From an optimization exercise on the open Yosys and OpenROAD flow, aimed at small area and a short achievable clock period; shortcuts taken in it are not production practice.
Where RTL was checked, it was by simulation tests only, not by an equivalence proof against the original.
The clock port is modelled as an ideal driver, which makes a skipped or thinned clock tree look cheaper than it is; a real chip needs a root buffer or a tree.
Power is estimated from default activity; no workload was simulated.

== JK ==
Design pooler, start of the top module:
module pooler(
    input         clk,
    input         ce,
    input         master_rst,
    input  [7:0]  data_in,
    output [7:0]  data_out,
    output        valid_op,
    output        end_op
    );
    localparam NP = 13;               
    reg        c0;                    
    reg [3:0]  pc;                    
    reg        pc_last;               
    reg        r;                     
    reg [3:0]  band;                  
    reg        band_last;             
    reg        valid_q, end_q;
    reg        shift_q;               
    reg [7:0]  h;
    reg [7:0]  o;
    reg [7:0]  sr [0:NP-2];
    integer    i;
    wire       sel, h_en;
    comparator2 cmp(.a(data_in), .bn(~h), .nforce_a(c0 | r), .nforce_b(~c0 & r),
                    .sel_a(sel), .sel_b(h_en));
    wire [7:0] h_d;
    input_mux hmux(.pix(data_in), .nxt(sr[NP-2]), .cur(h), .ce(ce), .c0(c0), .d(h_d));
    always @(posedge clk) begin
        o <= sel ? data_in : h;
        if (h_en)
            h <= h_d;
        if (shift_q) begin
            for (i = NP-2; i > 0; i = i-1)
                sr[i] <= sr[i-1];
            sr[0] <= o;
        end
    end
    wire       c0_n, pc_last_n, r_n, band_last_n, valid_n, end_n;
    wire [3:0] pc_n, band_n;
    control_logic2 ctl(
  ...
For scale: ~21 I/O pins.
==> flow/config.mk <==
export PLATFORM = sky130hd
export DESIGN_NAME = pooler
export DESIGN_NICKNAME = pooler
export VERILOG_FILES = /design/flow/design.v
export SDC_FILE = /design/flow/constraint.sdc
export NUM_CORES = 4
export LEC_CHECK = 0
export CAP_MARGIN = 20
export CORE_MARGIN = 2
export CORE_UTILIZATION = 40
export SETUP_SLACK_MARGIN = 2.9
export SLEW_MARGIN = 20
export SYNTH_HIERARCHICAL = 1
==> flow/constraint.sdc <==
create_clock -name core_clock -period 4.5 [get_ports {clk}]
set_input_delay 0.9000 -clock core_clock [delete_from_list [all_inputs] [get_ports {clk}]]
set_output_delay 0.9000 -clock core_clock [all_outputs]
set_load 0.01 [all_outputs]
standard.sh (not shown) runs the stock make flow with config.mk's settings and CLKGATE_MAP_FILE= SYNTH_SCRIPT=/design/flow/synth_recipe.tcl, a recipe that flattens the netlist after the stock synthesis.
==> flow/flow/run.sh <==
#!/bin/bash
# Own layout flow: the standard ORFS flow (standard synthesis,
# floorplan, power grid, taps, placement, routing unchanged), except
#  - port buffers of a plain buffer cell instead of a delay cell,
#  - resizing not restricted to the same cell footprint,
#  - the clock tree built by flow/cts.tcl instead of TritonCTS.
# Each tool's output goes to a log of its own in the work folder; ORFS also
# keeps each step's log under orfs/logs.
set -euo pipefail
KNOBS=(MATCH_CELL_FOOTPRINT=0 "BUFFER_PORTS_ARGS=-buffer_cell sky130_fd_sc_hd__buf_2")
bash standard.sh "${KNOBS[@]}" place > flow_place.log 2>&1
export PLATFORM_DIR=$FLOW_HOME/platforms/sky130hd
export RDIR=orfs/results/sky130hd/pooler/base
export DONT_USE="sky130_fd_sc_hd__probe_p_8 sky130_fd_sc_hd__probec_p_8 sky130_fd_sc_hd__lpflow_*"
export NLEAF=${NLEAF:-4} LEAFBUF=${LEAFBUF:-sky130_fd_sc_hd__clkbuf_16} ROOTBUF=${ROOTBUF:-sky130_fd_sc_hd__clkbuf_16}
export SETUP_MARGIN=${SETUP_MARGIN:-2.9}
openroad -no_init -exit flow/cts.tcl > flow_cts.log 2>&1
bash standard.sh "${KNOBS[@]}" finish > flow_finish.log 2>&1
==> flow/flow/cts.tcl <==
# Clock tree by hand, in place of TritonCTS (which builds a 16-leaf H-tree
# here): the clock sinks split into NLEAF balanced k-means clusters, one
# LEAFBUF buffer at each cluster's centre, the leaf buffers driven by the
# clock port directly (NLEAF <= 4) or through one ROOTBUF buffer. Then the
# same timing repair as ORFS's cts step, and its two results.
set P $::env(PLATFORM_DIR)
set R $::env(RDIR)
read_db $R/3_place.odb
read_liberty $P/lib/sky130_fd_sc_hd__tt_025C_1v80.lib
read_sdc $R/3_place.sdc
source $P/setRC.tcl
set_dont_use $::env(DONT_USE)

set K $::env(NLEAF)
set LEAF $::env(LEAFBUF)
set ROOT $::env(ROOTBUF)
set db [ord::get_db]
set block [ord::get_db_block]
set clk [$block findNet clk]
set sinks {}
foreach it [$clk getITerms] {
  set bb [[$it getInst] getBBox]
  lappend sinks [list $it [expr {([$bb xMin]+[$bb xMax])/2.0}] [expr {([$bb yMin]+[$bb yMax])/2.0}]]
}
set n [llength $sinks]
puts "clock sinks: $n"
set cx 0; set cy 0
foreach s $sinks { set cx [expr {$cx + [lindex $s 1]}]; set cy [expr {$cy + [lindex $s 2]}] }
set cx [expr {$cx / $n}]; set cy [expr {$cy / $n}]
set sorted [lsort -real -index 3 [lmap s $sinks {list {*}$s [expr {atan2([lindex $s 2]-$cy, [lindex $s 1]-$cx)}]}]]
set cent {}
for {set k 0} {$k < $K} {incr k} {
  set s [lindex $sorted [expr {int(($k + 0.5) * $n / $K)}]]
  lappend cent [list [lindex $s 1] [lindex $s 2]]
}
# balanced k-means: greedy nearest assignment, at most ceil(n/K) per cluster
set cap [expr {int(ceil(double($n) / $K))}]
for {set iter 0} {$iter < 30} {incr iter} {
  set pairs {}
  for {set i 0} {$i < $n} {incr i} {
    set s [lindex $sorted $i]
    for {set k 0} {$k < $K} {incr k} {
      set c [lindex $cent $k]
      lappend pairs [list [expr {abs([lindex $s 1]-[lindex $c 0]) + abs([lindex $s 2]-[lindex $c 1])}] $i $k]
    }
  }
  array unset asg; array unset cnt
  for {set k 0} {$k < $K} {incr k} { set cnt($k) 0 }
  foreach p [lsort -real -index 0 $pairs] {
    lassign $p d i k
    if {[info exists asg($i)] || $cnt($k) >= $cap} continue
    set asg($i) $k; incr cnt($k)
  }
  set new {}
  for {set k 0} {$k < $K} {incr k} {
    set sx 0; set sy 0; set m 0
    for {set i 0} {$i < $n} {incr i} {
      if {$asg($i) == $k} { set s [lindex $sorted $i]; set sx [expr {$sx+[lindex $s 1]}]; set sy [expr {$sy+[lindex $s 2]}]; incr m }
    }
    lappend new [list [expr {$sx/$m}] [expr {$sy/$m}]]
  }
  set cent $new
}
set leafin {}
for {set k 0} {$k < $K} {incr k} {
  set b [odb::dbInst_create $block [$db findMaster $LEAF] "clkbuf_leaf_$k"]
  set c [lindex $cent $k]
  $b setLocation [expr {int([lindex $c 0])}] [expr {int([lindex $c 1])}]
  $b setPlacementStatus PLACED
  set net [odb::dbNet_create $block "clknet_leaf_$k"]
  $net setSigType CLOCK
  [$b findITerm X] connect $net
  for {set i 0} {$i < $n} {incr i} {
    if {$asg($i) == $k} { set it [lindex [lindex $sorted $i] 0]; $it disconnect; $it connect $net }
  }
  lappend leafin [$b findITerm A]
  puts "leaf $k: $cnt($k) sinks at $c"
}
if {$ROOT ne "none"} {
  set sx 0; set sy 0
  foreach c $cent { set sx [expr {$sx+[lindex $c 0]}]; set sy [expr {$sy+[lindex $c 1]}] }
  set b [odb::dbInst_create $block [$db findMaster $ROOT] "clkbuf_root"]
  $b setLocation [expr {int($sx/$K)}] [expr {int($sy/$K)}]
  $b setPlacementStatus PLACED
  set net [odb::dbNet_create $block "clknet_root"]
  $net setSigType CLOCK
  [$b findITerm X] connect $net
  foreach a $leafin { $a connect $net }
  [$b findITerm A] connect $clk
} else {
  foreach a $leafin { $a connect $clk }
}
$clk setSigType CLOCK
global_connect
detailed_placement
set_propagated_clock [all_clocks]
estimate_parasitics -placement
report_clock_latency
puts "after tree: setup [worst_slack -max] hold [worst_slack -min]"
repair_timing -setup_margin $::env(SETUP_MARGIN) -hold_margin 0 -repair_tns 100 -verbose
detailed_placement
check_placement -verbose
estimate_parasitics -placement
puts "after repair: setup [worst_slack -max] hold [worst_slack -min]"
write_db $R/4_1_cts.odb
write_sdc -no_timestamp $R/4_cts.sdc
## Diff of input files: MS against JK
- SETUP_SLACK_MARGIN now 2.6, was 2.9
-- flow/flow/run.sh --
<<< JK, line 15
export NLEAF=${NLEAF:-4} LEAFBUF=${LEAFBUF:-sky130_fd_sc_hd__clkbuf_16} ROOTBUF=${ROOTBUF:-sky130_fd_sc_hd__clkbuf_16}
export SETUP_MARGIN=${SETUP_MARGIN:-2.9}
>>> MS, line 15
export NLEAF=${NLEAF:-4} LEAFBUF=${LEAFBUF:-sky130_fd_sc_hd__clkbuf_16} ROOTBUF=${ROOTBUF:-none}
export SETUP_MARGIN=${SETUP_MARGIN:-2.6}
==> run notes <==
- The overall routed net length of MS is lower than that of JK.
- JK → MS: area added between synthesis and finish went down 8.9 points, combinational share of power went down 2.4 points, post-detailed-route via-to-cell ratio held, sequential share of cell area went up 5.1 points.
- JK ended up with data_out[1] as its end point of the critical path; MS ended up with o[1]$_DFF_P_.
- Delta (MS minus JK): met1 demand-to-capacity share in global routing moved up, combinational cell power moved down.
- Area of combinational cells with multiple inputs went down by more than 10% going from JK to MS.
- | worst setup slack before clock tree synthesis | lower: MS |
- Between MS and JK, switching component of the power is higher for JK, MS comes in under that.
- Utilization JK -> MS: down
Changes in AL relative to MS:
- SETUP_SLACK_MARGIN now 2.75, was 2.6
-- flow/flow/run.sh --
<<< MS, line 16
export SETUP_MARGIN=${SETUP_MARGIN:-2.6}
>>> AL, line 16
export SETUP_MARGIN=${SETUP_MARGIN:-2.75}
In the flow results for MS and AL, the layout-stage area growth over the synthesis result is smaller on MS. On HPWL reported at the end of detailed placement, MS and AL are basically level. Taking MS as the reference point, the internal power consumption of AL rises by 0.64%. From MS to AL the numbers moved as follows: top achievable clock speed went up by 3.9%, critical path depth went down by 2.
Function was not checked in any run of this note: the RTL went through the layout flow alone. No run of this note takes its clock network from TritonCTS; it comes from the design's own scripts or RTL.

* * *

== wip/tundra ==
Another version of the RTL of pooler (not shown whole).
For scale: ~21 I/O pins.
clock: 4.5 ns
lec_check: 0
cap_margin: 20
core_margin: 2
core_utilization: 40
setup_slack_margin: 2.9
slew_margin: 20
synth_hierarchical: 1
==> flow/flow/run.sh <==
#!/bin/bash
# Own layout flow: the standard ORFS flow (standard synthesis,
# floorplan, power grid, taps, placement, routing unchanged), except
#  - port buffers of a plain buffer cell instead of a delay cell,
#  - resizing not restricted to the same cell footprint,
#  - the clock tree built by flow/cts.tcl instead of TritonCTS.
# Each tool's output goes to a log of its own in the work folder; ORFS also
# keeps each step's log under orfs/logs.
set -euo pipefail
KNOBS=(MATCH_CELL_FOOTPRINT=0 "BUFFER_PORTS_ARGS=-buffer_cell sky130_fd_sc_hd__buf_2")
bash standard.sh "${KNOBS[@]}" place > flow_place.log 2>&1
export PLATFORM_DIR=$FLOW_HOME/platforms/sky130hd
export RDIR=orfs/results/sky130hd/pooler/base
export DONT_USE="sky130_fd_sc_hd__probe_p_8 sky130_fd_sc_hd__probec_p_8 sky130_fd_sc_hd__lpflow_*"
export NLEAF=${NLEAF:-4} LEAFBUF=${LEAFBUF:-sky130_fd_sc_hd__clkbuf_16} ROOTBUF=${ROOTBUF:-sky130_fd_sc_hd__clkbuf_16}
export SETUP_MARGIN=${SETUP_MARGIN:-2.9}
openroad -no_init -exit flow/cts.tcl > flow_cts.log 2>&1
bash standard.sh "${KNOBS[@]}" finish > flow_finish.log 2>&1
Scripts as last shown in full above: flow/flow/cts.tcl
Edits applied to the flow inputs when going from wip/tundra to wip/garnet:
- SETUP_SLACK_MARGIN: 2.9 -> 2.85
- ABC_AREA: unset -> 1
diff --git a/flow/flow/run.sh b/flow/flow/run.sh
--- a/flow/flow/run.sh
+++ b/flow/flow/run.sh
@@ -15,3 +15,3 @@
 export NLEAF=${NLEAF:-4} LEAFBUF=${LEAFBUF:-sky130_fd_sc_hd__clkbuf_16} ROOTBUF=${ROOTBUF:-sky130_fd_sc_hd__clkbuf_16}
-export SETUP_MARGIN=${SETUP_MARGIN:-2.9}
+export SETUP_MARGIN=${SETUP_MARGIN:-2.85}
 openroad -no_init -exit flow/cts.tcl > flow_cts.log 2>&1
### Flow results
- Biggest cell delay along the critical path essentially unchanged between wip/tundra and wip/garnet.
- The run with more routed wire is wip/garnet, not wip/tundra.
- In the reports for wip/tundra and wip/garnet, the smaller final critical path time including I/O delays and setup belongs to wip/tundra.
- Net count of the mapped netlist was higher in the run labelled wip/garnet.
- wip/garnet vs. wip/tundra: fraction of area in multi-input gates lost 1.6 points, die outline area picked up an extra 0.89%, routed metal-1 wirelength picked up an extra 0.87%.
- [compare] base=wip/tundra new=wip/garnet: layout overhead on the synthesized area lower; wire length of the first global-routing pass has increased.
### wip/garnet -> wip/amber
- a change of SETUP_SLACK_MARGIN from 2.85 to 2.6
- a deleted ABC_AREA that had been 1
diff --git a/flow/flow/run.sh b/flow/flow/run.sh
--- a/flow/flow/run.sh
+++ b/flow/flow/run.sh
@@ -15,3 +15,3 @@
 export NLEAF=${NLEAF:-4} LEAFBUF=${LEAFBUF:-sky130_fd_sc_hd__clkbuf_16} ROOTBUF=${ROOTBUF:-sky130_fd_sc_hd__clkbuf_16}
-export SETUP_MARGIN=${SETUP_MARGIN:-2.85}
+export SETUP_MARGIN=${SETUP_MARGIN:-2.6}
 openroad -no_init -exit flow/cts.tcl > flow_cts.log 2>&1
### Flow results
Both conditions hold for wip/amber: the flow ran to the end and the final layout passed the timing, design-rule and antenna checks.
Summary of the comparison: total via count after detailed routing is lower in wip/amber, relative to wip/garnet.
Total power in wip/amber vs wip/garnet: down 0.000025 W
The lower placed instance area came out of wip/amber.
Relative to wip/garnet, met2 global-route usage increased by 1.2 points in wip/amber.
In the flow results for wip/amber and wip/garnet, the power share of the combinational group is smaller on wip/amber.
wip/amber against wip/garnet: final cell utilization of the core down 1.9 points; switching part of the total power lower.
Modified inputs, wip/delta compared to wip/amber
- a change of SETUP_SLACK_MARGIN from 2.6 to 2.8
diff --git a/flow/flow/run.sh b/flow/flow/run.sh
--- a/flow/flow/run.sh
+++ b/flow/flow/run.sh
@@ -10,3 +10,3 @@
 KNOBS=(MATCH_CELL_FOOTPRINT=0 "BUFFER_PORTS_ARGS=-buffer_cell sky130_fd_sc_hd__buf_2")
-bash standard.sh "${KNOBS[@]}" place > flow_place.log 2>&1
+bash standard.sh "${KNOBS[@]}" SETUP_SLACK_MARGIN=0 place > flow_place.log 2>&1
 export PLATFORM_DIR=$FLOW_HOME/platforms/sky130hd
@@ -15,3 +15,3 @@
 export NLEAF=${NLEAF:-4} LEAFBUF=${LEAFBUF:-sky130_fd_sc_hd__clkbuf_16} ROOTBUF=${ROOTBUF:-sky130_fd_sc_hd__clkbuf_16}
-export SETUP_MARGIN=${SETUP_MARGIN:-2.6}
+export SETUP_MARGIN=${SETUP_MARGIN:-2.8}
 openroad -no_init -exit flow/cts.tcl > flow_cts.log 2>&1
Notes after the runs:
wip/delta | stages: all done | timing, DRC, antenna: all pass
In the reports for wip/amber and wip/delta, the larger worst slew margin relative to its limit belongs to wip/amber.
Of wip/amber and wip/delta, the lower layout-stage area growth over the synthesis result belongs to wip/amber.
wip/delta: endpoint arrival time on the critical path is 1.09 ns lower than what wip/amber reported.
Edits applied to the flow inputs when going from wip/delta to wip/onyx:
diff --git a/flow/flow/run.sh b/flow/flow/run.sh
--- a/flow/flow/run.sh
+++ b/flow/flow/run.sh
@@ -10,3 +10,3 @@
 KNOBS=(MATCH_CELL_FOOTPRINT=0 "BUFFER_PORTS_ARGS=-buffer_cell sky130_fd_sc_hd__buf_2")
-bash standard.sh "${KNOBS[@]}" SETUP_SLACK_MARGIN=0 place > flow_place.log 2>&1
+bash standard.sh "${KNOBS[@]}" place > flow_place.log 2>&1
 export PLATFORM_DIR=$FLOW_HOME/platforms/sky130hd
==> run notes <==
- On wip/onyx: pin count of the biggest net entering global routing is about 1.6% lower than what wip/delta gave.
- Status: end-of-flow core utilization parity (wip/onyx, wip/delta)
- Delta (wip/onyx minus wip/delta): power essentially unchanged, global routing met2 resource utilization has remained practically unchanged, worst path setup slack after routing stayed essentially flat, relative area change from synthesis to final layout grew by 0.30 points, routed wire length now sits lower.
- Sequential share of layout area, wip/delta and wip/onyx: lower on wip/onyx
- wip/delta reports its destination of the critical timing path as data_out[4] while wip/onyx reports data_out[6].
- Switching power total went up slightly going from wip/delta to wip/onyx.
The inputs of wip/nickel differ from those of wip/onyx as listed below.
- setting PLACE_DENSITY to 0.8 for the first time
[summary]
Via count: lower on wip/onyx
wip/nickel closes out successfully: all stages finished, all timing, DRC and antenna checks passed.
Cmp wip/onyx and wip/nickel / routed wire length / higher: wip/nickel
Comparing wip/onyx and wip/nickel, the higher tightest slew margin relative to the limit is on wip/onyx.
In every run of this note, the design's own scripts or RTL, not TritonCTS, make the clock network.

## port drivers added, routing unchanged
In the flow no input, the clock included, has a driving cell. The finished layouts below were timed again as built, in two steps. Step 1 assumes that a clkbuf_16 drives the clock port and a buf_2 every other input. Step 2 adds t to the input delays and takes it off the output delays; t is the mean of the earliest and latest rising clock arrival at the registers after step 1. Input paths then give back, and output paths get back, about the clock's delay inside the block. Slacks: no drivers / after step 1 / after step 2; pairs: no drivers / after step 1.
run | shift t [ns] | setup slack, ns | clock arrival spread, ns
JK | 0.375 | 2.762 / 2.725 / 2.489 | 0.009 / 0.010
MS | 0.248 | 2.656 / 2.685 / 2.436 | 0.015 / 0.015
AL | 0.246 | 2.725 / 2.743 / 2.497 | 0.010 / 0.010
wip/tundra | 0.364 | 2.767 / 2.734 / 2.459 | 0.016 / 0.017
wip/garnet | 0.364 | 2.763 / 2.729 / 2.539 | 0.015 / 0.015
wip/amber | 0.366 | 2.659 / 2.634 / 2.297 | 0.013 / 0.013
wip/delta | 0.356 | 2.768 / 2.735 / 2.458 | 0.013 / 0.013
wip/onyx | 0.363 | 2.771 / 2.736 / 2.423 | 0.012 / 0.012
wip/nickel | 0.362 | 2.775 / 2.743 / 2.434 | 0.015 / 0.014
After both steps setup and hold are still met in every run listed. For wip/amber, which loses most, drivers alone change the setup slack by -0.025 ns; drivers and shift together by -0.362 ns.
